Background: an optimization exercise with open tools, aiming at small area and a short achievable clock period. Do not read the settings as production practice.
Function was checked by simulation only, so behaviour that the tests miss may differ from the original.
The flow treats the clock pin as an ideal source, which a real chip does not have.
No activity file was given, so power comes from the tool's default toggle rates.

==> flow/design.v <==
module mem #(
  parameter int DWIDTH = 32,
  parameter int AWIDTH = 7
)(
  input  logic                         clk_i,
  input  logic [DWIDTH-1:0]            data_i,
  input  logic [2**(AWIDTH-2)-1:0]     wr_row_i,
  input  logic [3:0]                   wr_bank_i,
  input  logic                         wr_ena_i,
  output logic [2**AWIDTH*DWIDTH-1:0]  words_o
);
  localparam int DEPTH = 2 ** AWIDTH;
  for( genvar i = 0; i < DEPTH; i++ )
    begin : g_word
      always_ff @( posedge clk_i )
        if( wr_ena_i && wr_row_i[i/4] && wr_bank_i[i%4] )
          words_o[i*DWIDTH +: DWIDTH] <= data_i;
    end
endmodule
module fifo #(
  parameter int DWIDTH = 32,
  parameter int AWIDTH = 7,
  parameter bit SHOWAHEAD = 1,
  parameter int ALMOST_FULL_VALUE  = 2 ** AWIDTH - 3,
  parameter int ALMOST_EMPTY_VALUE = 3,
  parameter bit REGISTER_OUTPUT = 0
)(
  input  logic              clk_i,
  input  logic              srst_i,
  input  logic [DWIDTH-1:0] data_i,
  input  logic              wrreq_i,
  input  logic              rdreq_i,
  output logic [DWIDTH-1:0] q_o,
  output logic              empty_o,
  output logic              full_o,
  output logic [AWIDTH-1:0] usedw_o,
  output logic              almost_full_o,
  output logic              almost_empty_o
);
  localparam int PTR_W = AWIDTH + 1;
  localparam int DEPTH = 2 ** AWIDTH;
  localparam int ROWS  = DEPTH / 4;
  localparam int RW    = AWIDTH - 2;
  localparam logic [ROWS-1:0] ROW_FIRST     = 1;
  localparam logic [ROWS-1:0] ROW_FIRST_N   = ~ROW_FIRST;
  localparam logic [ROWS-1:0] ROW_LAST_N    = ~( ROW_FIRST << ( ROWS - 1 ) );
  logic                    hold_last_q;
  logic [DEPTH*DWIDTH-1:0] words;
  logic [ROWS-1:0]         wr_row_q;
  logic [3:0]              wr_bank_q;
  mem #(
    .DWIDTH    ( DWIDTH             ),
    .AWIDTH    ( AWIDTH             )
  ) mem (
    .clk_i     ( clk_i              ),
    .data_i    ( data_i             ),
    .wr_row_i  ( wr_row_q           ),
    .wr_bank_i ( wr_bank_q          ),
    .wr_ena_i  ( wrreq_i            ),
    .words_o   ( words              )
  );
  logic              n_empty;      
  logic              n_full;       
  logic [AWIDTH-1:0] n_usedw;      
  logic              usedw_one;    
  logic [AWIDTH-1:0] usedw;
  assign usedw = ~n_usedw;
  logic wr_acc, rd_acc;
  assign wr_acc = wrreq_i && n_full;
  assign rd_acc = rdreq_i && n_empty;
  logic [PTR_W-1:0] ptr_diff, ptr_diff_inc, ptr_diff_dec;
  assign ptr_diff_inc = ptr_diff + PTR_W'(1);
  assign ptr_diff_dec = ptr_diff - PTR_W'(1);
  logic empty_same, empty_inc;
  logic full_same, full_wr, full_rd;
  assign empty_same = ( ptr_diff == PTR_W'(0) );
  assign empty_inc  = ( ptr_diff == PTR_W'(1) );
  assign full_same  = ( ptr_diff == PTR_W'(DEPTH)     );
  assign full_wr    = ( ptr_diff == PTR_W'(DEPTH - 1) );
  assign full_rd    = ( ptr_diff == PTR_W'(DEPTH + 1) );
  logic empty_o_next, full_o_next;
  assign empty_o_next = rd_acc ? empty_inc : empty_same;
  always_comb
    case( { wr_acc, rd_acc } )
      2'b10:   full_o_next = full_wr;
      2'b01:   full_o_next = full_rd;
      default: full_o_next = full_same;
    endcase
  always_ff @( posedge clk_i )
    if( srst_i )
      ptr_diff <= '0;
    else
      case( { wr_acc, rd_acc } )
        2'b10:   ptr_diff <= ptr_diff_inc;
        2'b01:   ptr_diff <= ptr_diff_dec;
        default: ;
      endcase
  logic [AWIDTH-1:0] usedw_inc, usedw_dec;
  assign usedw_inc = usedw + AWIDTH'(1);
  assign usedw_dec = usedw - AWIDTH'(1);
  logic af_inc, af_dec, af_same;
  logic ae_inc, ae_dec, ae_same;
  assign af_inc  = ( usedw_inc >= ALMOST_FULL_VALUE  );
  assign af_dec  = ( usedw_dec >= ALMOST_FULL_VALUE  );
  assign af_same = ( usedw     >= ALMOST_FULL_VALUE  );
  assign ae_inc  = ( usedw_inc <  ALMOST_EMPTY_VALUE );
  assign ae_dec  = ( usedw_dec <  ALMOST_EMPTY_VALUE );
  assign ae_same = ( usedw     <  ALMOST_EMPTY_VALUE );
  logic af_cnt, ae_cnt;
  always_comb
    case( { wrreq_i, rdreq_i } )
      2'b10:   begin af_cnt = af_inc;  ae_cnt = ae_inc;  end
      2'b01:   begin af_cnt = af_dec;  ae_cnt = ae_dec;  end
      default: begin af_cnt = af_same; ae_cnt = ae_same; end
    endcase
  logic [AWIDTH-1:0] usedw_next;
  always_comb
    if( srst_i )
      usedw_next = '0;
    else
      case( { wrreq_i, rdreq_i } )
        2'b10:   usedw_next = n_full  ? usedw_inc : usedw;
        2'b01:   usedw_next = n_empty ? usedw_dec : usedw;
        default: usedw_next = usedw;
      endcase
  always_ff @( posedge clk_i )
    begin
      usedw_o   <= usedw_next;
      n_usedw   <= ~usedw_next;
      usedw_one <= ( usedw_next == AWIDTH'(1) );
    end
  always_ff @( posedge clk_i )
    if( srst_i )
      hold_last_q <= 1'b0;
    else if( usedw_one && rdreq_i && !wrreq_i )
      hold_last_q <= 1'b1;
    else if( wrreq_i )
      hold_last_q <= 1'b0;
  always_ff @( posedge clk_i )
    begin
      almost_full_o  <= af_cnt || full_o_next;
      almost_empty_o <= ae_cnt && !full_o_next;
      full_o         <= full_o_next;
      empty_o        <= empty_o_next;
      n_full         <= !full_o_next;
      n_empty        <= !empty_o_next;
    end
  always_ff @( posedge clk_i )
    if( srst_i )
      begin
        wr_bank_q <= 4'b0001;
        wr_row_q  <= ROW_FIRST;
      end
    else if( wr_acc )
      begin
        wr_bank_q <= { wr_bank_q[2:0], wr_bank_q[3] };
        if( wr_bank_q[3] )
          wr_row_q <= { wr_row_q[ROWS-2:0], wr_row_q[ROWS-1] };
      end
  logic [ROWS-1:0] row_n_q, row_inc_n_q, row_dec_n_q;
  logic [3:0]      lo_oh_q;
  always_ff @( posedge clk_i )
    if( srst_i )
      begin
        lo_oh_q     <= 4'b0001;
        row_n_q     <= ROW_FIRST_N;
        row_inc_n_q <= ROW_FIRST_N;
        row_dec_n_q <= ROW_LAST_N;
      end
    else if( rd_acc )
      begin
        lo_oh_q     <= { lo_oh_q[2:0], lo_oh_q[3] };
        row_n_q     <= row_inc_n_q;
        row_dec_n_q <= row_n_q;
        if( lo_oh_q[2] )
          row_inc_n_q <= { row_inc_n_q[ROWS-2:0], row_inc_n_q[ROWS-1] };
      end
  logic [ROWS-1:0] row_n [4];
  assign row_n[0] = row_inc_n_q;
  assign row_n[1] = row_n_q;
  assign row_n[2] = row_n_q;
  assign row_n[3] = row_dec_n_q;
  logic [DWIDTH-1:0] bank_q [4];
  always_comb
    for( int b = 0; b < 4; b++ )
      begin
        bank_q[b] = '1;
        for( int i = 0; i < ROWS; i++ )
          bank_q[b] = bank_q[b] & ( words[(4*i+b)*DWIDTH +: DWIDTH] | {DWIDTH{row_n[b][i]}} );
      end
  logic [3:0] lo_same, lo_inc, lo_dec;
  assign lo_same = lo_oh_q;
  assign lo_inc  = { lo_oh_q[2:0], lo_oh_q[3] };
  assign lo_dec  = { lo_oh_q[0],   lo_oh_q[3:1] };
  logic [3:0] bank_sel_rd, bank_sel_nord, bank_sel;
  assign bank_sel_nord = hold_last_q ? lo_dec : lo_same;
  assign bank_sel_rd   = usedw_one   ? lo_same :
                         hold_last_q ? lo_dec  :
                         n_empty     ? lo_inc  :
                                       lo_same;
  assign bank_sel = rdreq_i ? bank_sel_rd : bank_sel_nord;
  logic [DWIDTH-1:0] q_next;
  always_comb
    begin
      q_next = '0;
      for( int b = 0; b < 4; b++ )
        q_next = q_next | ( bank_q[b] & {DWIDTH{bank_sel[b]}} );
    end
  always_ff @( posedge clk_i )
    q_o <= q_next;
endmodule
export LEC_CHECK = 0
export CAP_MARGIN = 20
export CORE_MARGIN = 2
export CORE_UTILIZATION = 42
export PLACE_DENSITY = 0.5
export SETUP_SLACK_MARGIN = 2.2
export SLEW_MARGIN = 20
export TNS_END_PERCENT = 10
create_clock -name core_clock -period 4.5 [get_ports {clk_i}]
standard.sh (not shown) runs the stock make flow with config.mk's settings and CLKGATE_MAP_FILE= SYNTH_SCRIPT=/design/flow/synth_recipe.tcl, a recipe that flattens the netlist after the stock synthesis.
==> flow/flow/run.sh <==
#!/bin/bash
# Standard ORFS layout (the standard.sh), with these changes:
#  - no timing repair at floorplan (REMOVE_ABC_BUFFERS=1): without placement
#    and clock tree its estimates mislead, and it stalls with a large margin;
#    timing is repaired after clock tree synthesis and global routing;
#  - ports are buffered with buf_4 instead of the resizer's default pick
#    (a delay cell), so the output ports are not slowed by their buffers;
#  - clock tree synthesis without dummy loads, clustering 20 sinks / 80 um,
#    and a wire unit of 8 um, which gives a 3-level H-tree instead of 4.
set -euo pipefail
bash standard.sh \
  'REMOVE_ABC_BUFFERS=1' \
  'BUFFER_PORTS_ARGS=-buffer_cell sky130_fd_sc_hd__buf_4' \
  'CTS_ARGS=-sink_clustering_enable -repair_clock_nets -dont_use_dummy_load -sink_clustering_size 20 -sink_clustering_max_diameter 80 -wire_unit 8' \
  finish > orfs_make.log 2>&1
Rerun with:
--- a/flow/flow/run.sh
+++ b/flow/flow/run.sh
@@ -6,10 +6,14 @@
 #  - ports are buffered with buf_4 instead of the resizer's default pick
 #    (a delay cell), so the output ports are not slowed by their buffers;
+#  - before clock tree synthesis, flip-flops driving output ports get the
+#    strongest drive of their type (flow/pre_cts.tcl);
 #  - clock tree synthesis without dummy loads, clustering 20 sinks / 80 um,
 #    and a wire unit of 8 um, which gives a 3-level H-tree instead of 4.
 set -euo pipefail
+here=$(cd "$(dirname "$0")" && pwd)
 bash standard.sh \
   'REMOVE_ABC_BUFFERS=1' \
   'BUFFER_PORTS_ARGS=-buffer_cell sky130_fd_sc_hd__buf_4' \
+  "PRE_CTS_TCL=$here/pre_cts.tcl" \
   'CTS_ARGS=-sink_clustering_enable -repair_clock_nets -dont_use_dummy_load -sink_clustering_size 20 -sink_clustering_max_diameter 80 -wire_unit 8' \
   finish > orfs_make.log 2>&1
==> flow/flow/pre_cts.tcl (new file) <==
# Before clock tree synthesis: give the flip-flops that drive output ports
# (through their port buffers) the strongest drive of their cell type, since
# their wire to the port buffer is long and the timing repair after clock
# tree synthesis does not resize flip-flops.
set n 0
foreach port [get_ports -filter "direction==output"] {
  set net [get_nets [get_name $port]]
  foreach drv [get_pins -of_objects $net -filter "direction==output"] {
    set buf [get_cells -of_objects $drv]
    foreach in [get_pins -of_objects $buf -filter "direction==input"] {
      set n2 [get_nets -of_objects $in]
      foreach d2 [get_pins -of_objects $n2 -filter "direction==output"] {
        set ff [get_cells -of_objects $d2]
        set m [get_property [get_lib_cells -of_objects $ff] name]
        if {[regexp {^sky130_fd_sc_hd__dfxtp_[12]$} $m]} {
          replace_cell $ff sky130_fd_sc_hd__dfxtp_4
          incr n
        }
      }
    }
  }
}
puts "pre_cts.tcl: resized $n output flip-flops to dfxtp_4"
--- a/flow/config.mk
+++ b/flow/config.mk
@@ -8,6 +8,6 @@
 export CAP_MARGIN = 20
 export CORE_MARGIN = 2
-export CORE_UTILIZATION = 42
-export PLACE_DENSITY = 0.5
+export CORE_UTILIZATION = 50
+export PLACE_DENSITY = 0.6
 export SETUP_SLACK_MARGIN = 2.2
 export SLEW_MARGIN = 20
Effect: Hold slack improves by 0.060 ns; clock skew decreases by 0.021 ns; setup slack degrades by 0.090 ns; core utilization increases by 8.9 points; die area decreases by 16%; count of clock-buffer cells in the layout decreases by 3.
Rerun with:
==> flow/run.sh (new file) <==
#!/bin/bash
# synth_recipe.tcl (not shown) runs the flow's synth.tcl, then flattens the netlist and writes it again
# the make line also repeats each setting of config.mk as NAME=value (left out here)
make -C /OpenROAD-flow-scripts/flow DESIGN_CONFIG=/design/flow/config.mk WORK_HOME=/design/flow/orfs CLKGATE_MAP_FILE= SYNTH_SCRIPT=/design/flow/synth_recipe.tcl finish
--- a/flow/config.mk
+++ b/flow/config.mk
@@ -8,7 +8,9 @@
 export CAP_MARGIN = 20
 export CORE_MARGIN = 2
-export CORE_UTILIZATION = 50
-export PLACE_DENSITY = 0.6
-export SETUP_SLACK_MARGIN = 2.2
+export CORE_UTILIZATION = 42
+export CTS_CLUSTER_DIAMETER = 80
+export CTS_CLUSTER_SIZE = 20
+export PLACE_DENSITY = 0.5
+export SETUP_SLACK_MARGIN = 2.1
 export SLEW_MARGIN = 20
 export TNS_END_PERCENT = 10
removed: flow/flow/run.sh
removed: flow/flow/pre_cts.tcl
removed: flow/standard.sh
Setup slack got worse by 0.030 ns. Routed wire length went up by a few percent. Final area is about the same. Global-route usage drops by 4.9 points. Flip-flop and latch count stays the same. Utilization went down by 9.1 points.
Rerun with:
==> flow/flow/run.sh (new file) <==
#!/bin/bash
# Standard ORFS layout (the standard.sh), with these changes:
#  - no timing repair at floorplan (REMOVE_ABC_BUFFERS=1): without placement
#    and clock tree its estimates mislead, and it stalls with a large margin;
#    timing is repaired after clock tree synthesis and global routing;
#  - ports are buffered with buf_4 instead of the resizer's default pick
#    (a delay cell), so the output ports are not slowed by their buffers;
#  - before clock tree synthesis, flip-flops driving output ports get the
#    strongest drive of their type (flow/pre_cts.tcl);
#  - clock tree synthesis without dummy loads, clustering 20 sinks / 80 um,
#    and a wire unit of 8 um, which gives a 3-level H-tree instead of 4.
set -euo pipefail
here=$(cd "$(dirname "$0")" && pwd)
bash standard.sh \
  'REMOVE_ABC_BUFFERS=1' \
  'BUFFER_PORTS_ARGS=-buffer_cell sky130_fd_sc_hd__buf_4' \
  "PRE_CTS_TCL=$here/pre_cts.tcl" \
  'CTS_ARGS=-sink_clustering_enable -repair_clock_nets -dont_use_dummy_load -sink_clustering_size 20 -sink_clustering_max_diameter 80 -wire_unit 8' \
  finish > orfs_make.log 2>&1
==> flow/flow/pre_cts.tcl (new file) <==
# Before clock tree synthesis: give the flip-flops that drive output ports
# (through their port buffers) the strongest drive of their cell type, since
# their wire to the port buffer is long and the timing repair after clock
# tree synthesis does not resize flip-flops.
set n 0
foreach port [get_ports -filter "direction==output"] {
  set net [get_nets [get_name $port]]
  foreach drv [get_pins -of_objects $net -filter "direction==output"] {
    set buf [get_cells -of_objects $drv]
    foreach in [get_pins -of_objects $buf -filter "direction==input"] {
      set n2 [get_nets -of_objects $in]
      foreach d2 [get_pins -of_objects $n2 -filter "direction==output"] {
        set ff [get_cells -of_objects $d2]
        set m [get_property [get_lib_cells -of_objects $ff] name]
        if {[regexp {^sky130_fd_sc_hd__dfxtp_[12]$} $m]} {
          replace_cell $ff sky130_fd_sc_hd__dfxtp_4
          incr n
        }
      }
    }
  }
}
puts "pre_cts.tcl: resized $n output flip-flops to dfxtp_4"
==> flow/standard.sh (new file) <==
#!/bin/bash
# synth_recipe.tcl (not shown) runs the flow's synth.tcl, then flattens the netlist and writes it again
# the make line also repeats each setting of config.mk as NAME=value (left out here)
make -C /OpenROAD-flow-scripts/flow DESIGN_CONFIG=/design/flow/config.mk WORK_HOME=/design/flow/orfs CLKGATE_MAP_FILE= SYNTH_SCRIPT=/design/flow/synth_recipe.tcl "${@:-finish}"
--- a/flow/config.mk
+++ b/flow/config.mk
@@ -9,8 +9,6 @@
 export CORE_MARGIN = 2
 export CORE_UTILIZATION = 42
-export CTS_CLUSTER_DIAMETER = 80
-export CTS_CLUSTER_SIZE = 20
 export PLACE_DENSITY = 0.5
-export SETUP_SLACK_MARGIN = 2.1
+export SETUP_SLACK_MARGIN = 2.2
 export SLEW_MARGIN = 20
 export TNS_END_PERCENT = 10
removed: flow/run.sh
Outcome: The new run passed the timing, DRC and antenna checks; first-iteration DRC count grows by roughly a tenth; fmax stays flat; core utilization grows by 0.31 points; routed wire length grows slightly; total power shrinks slightly; clock-buffer cell count shrinks by 88; cell area grows slightly.

-- re-timing with driven ports --
No port has a modelled driver above. Below, the same layouts with a new extraction and two added sets of constraints. Step 1 sets driving cells, clkbuf_16 on the clock port and buf_2 on the other inputs (assumed; they add their load-dependent delay and slew). Step 2 adds t to the input delays and takes it off the output delays; t is the mean of the earliest and latest rising clock arrival at the registers after step 1. Input paths then give back, and output paths get back, about the clock's delay inside the block. Three values: no drivers, after step 1, after step 2; two values: the first two.
run | t, ns | slack for setup (ns) | hold WS [ns] | worst data-port slew with drivers (ns)
the first run | 0.938 | 1.981 / 1.946 / 1.237 | 0.436 / 0.352 / 0.473 | 0.11
the second run | 0.916 | 1.892 / 1.892 / 1.252 | 0.495 / 0.486 / 0.495 | 0.09
the third run | 1.115 | 1.862 / 1.800 / 1.347 | 0.251 / 0.221 / 0.502 | 0.14
the fourth run | 0.940 | 1.864 / 1.864 / 1.201 | 0.423 / 0.337 / 0.469 | 0.12
After both steps every run listed still meets setup and hold. For the first run, which loses most, drivers alone change the setup slack by -0.035 ns; drivers and shift together by -0.744 ns.
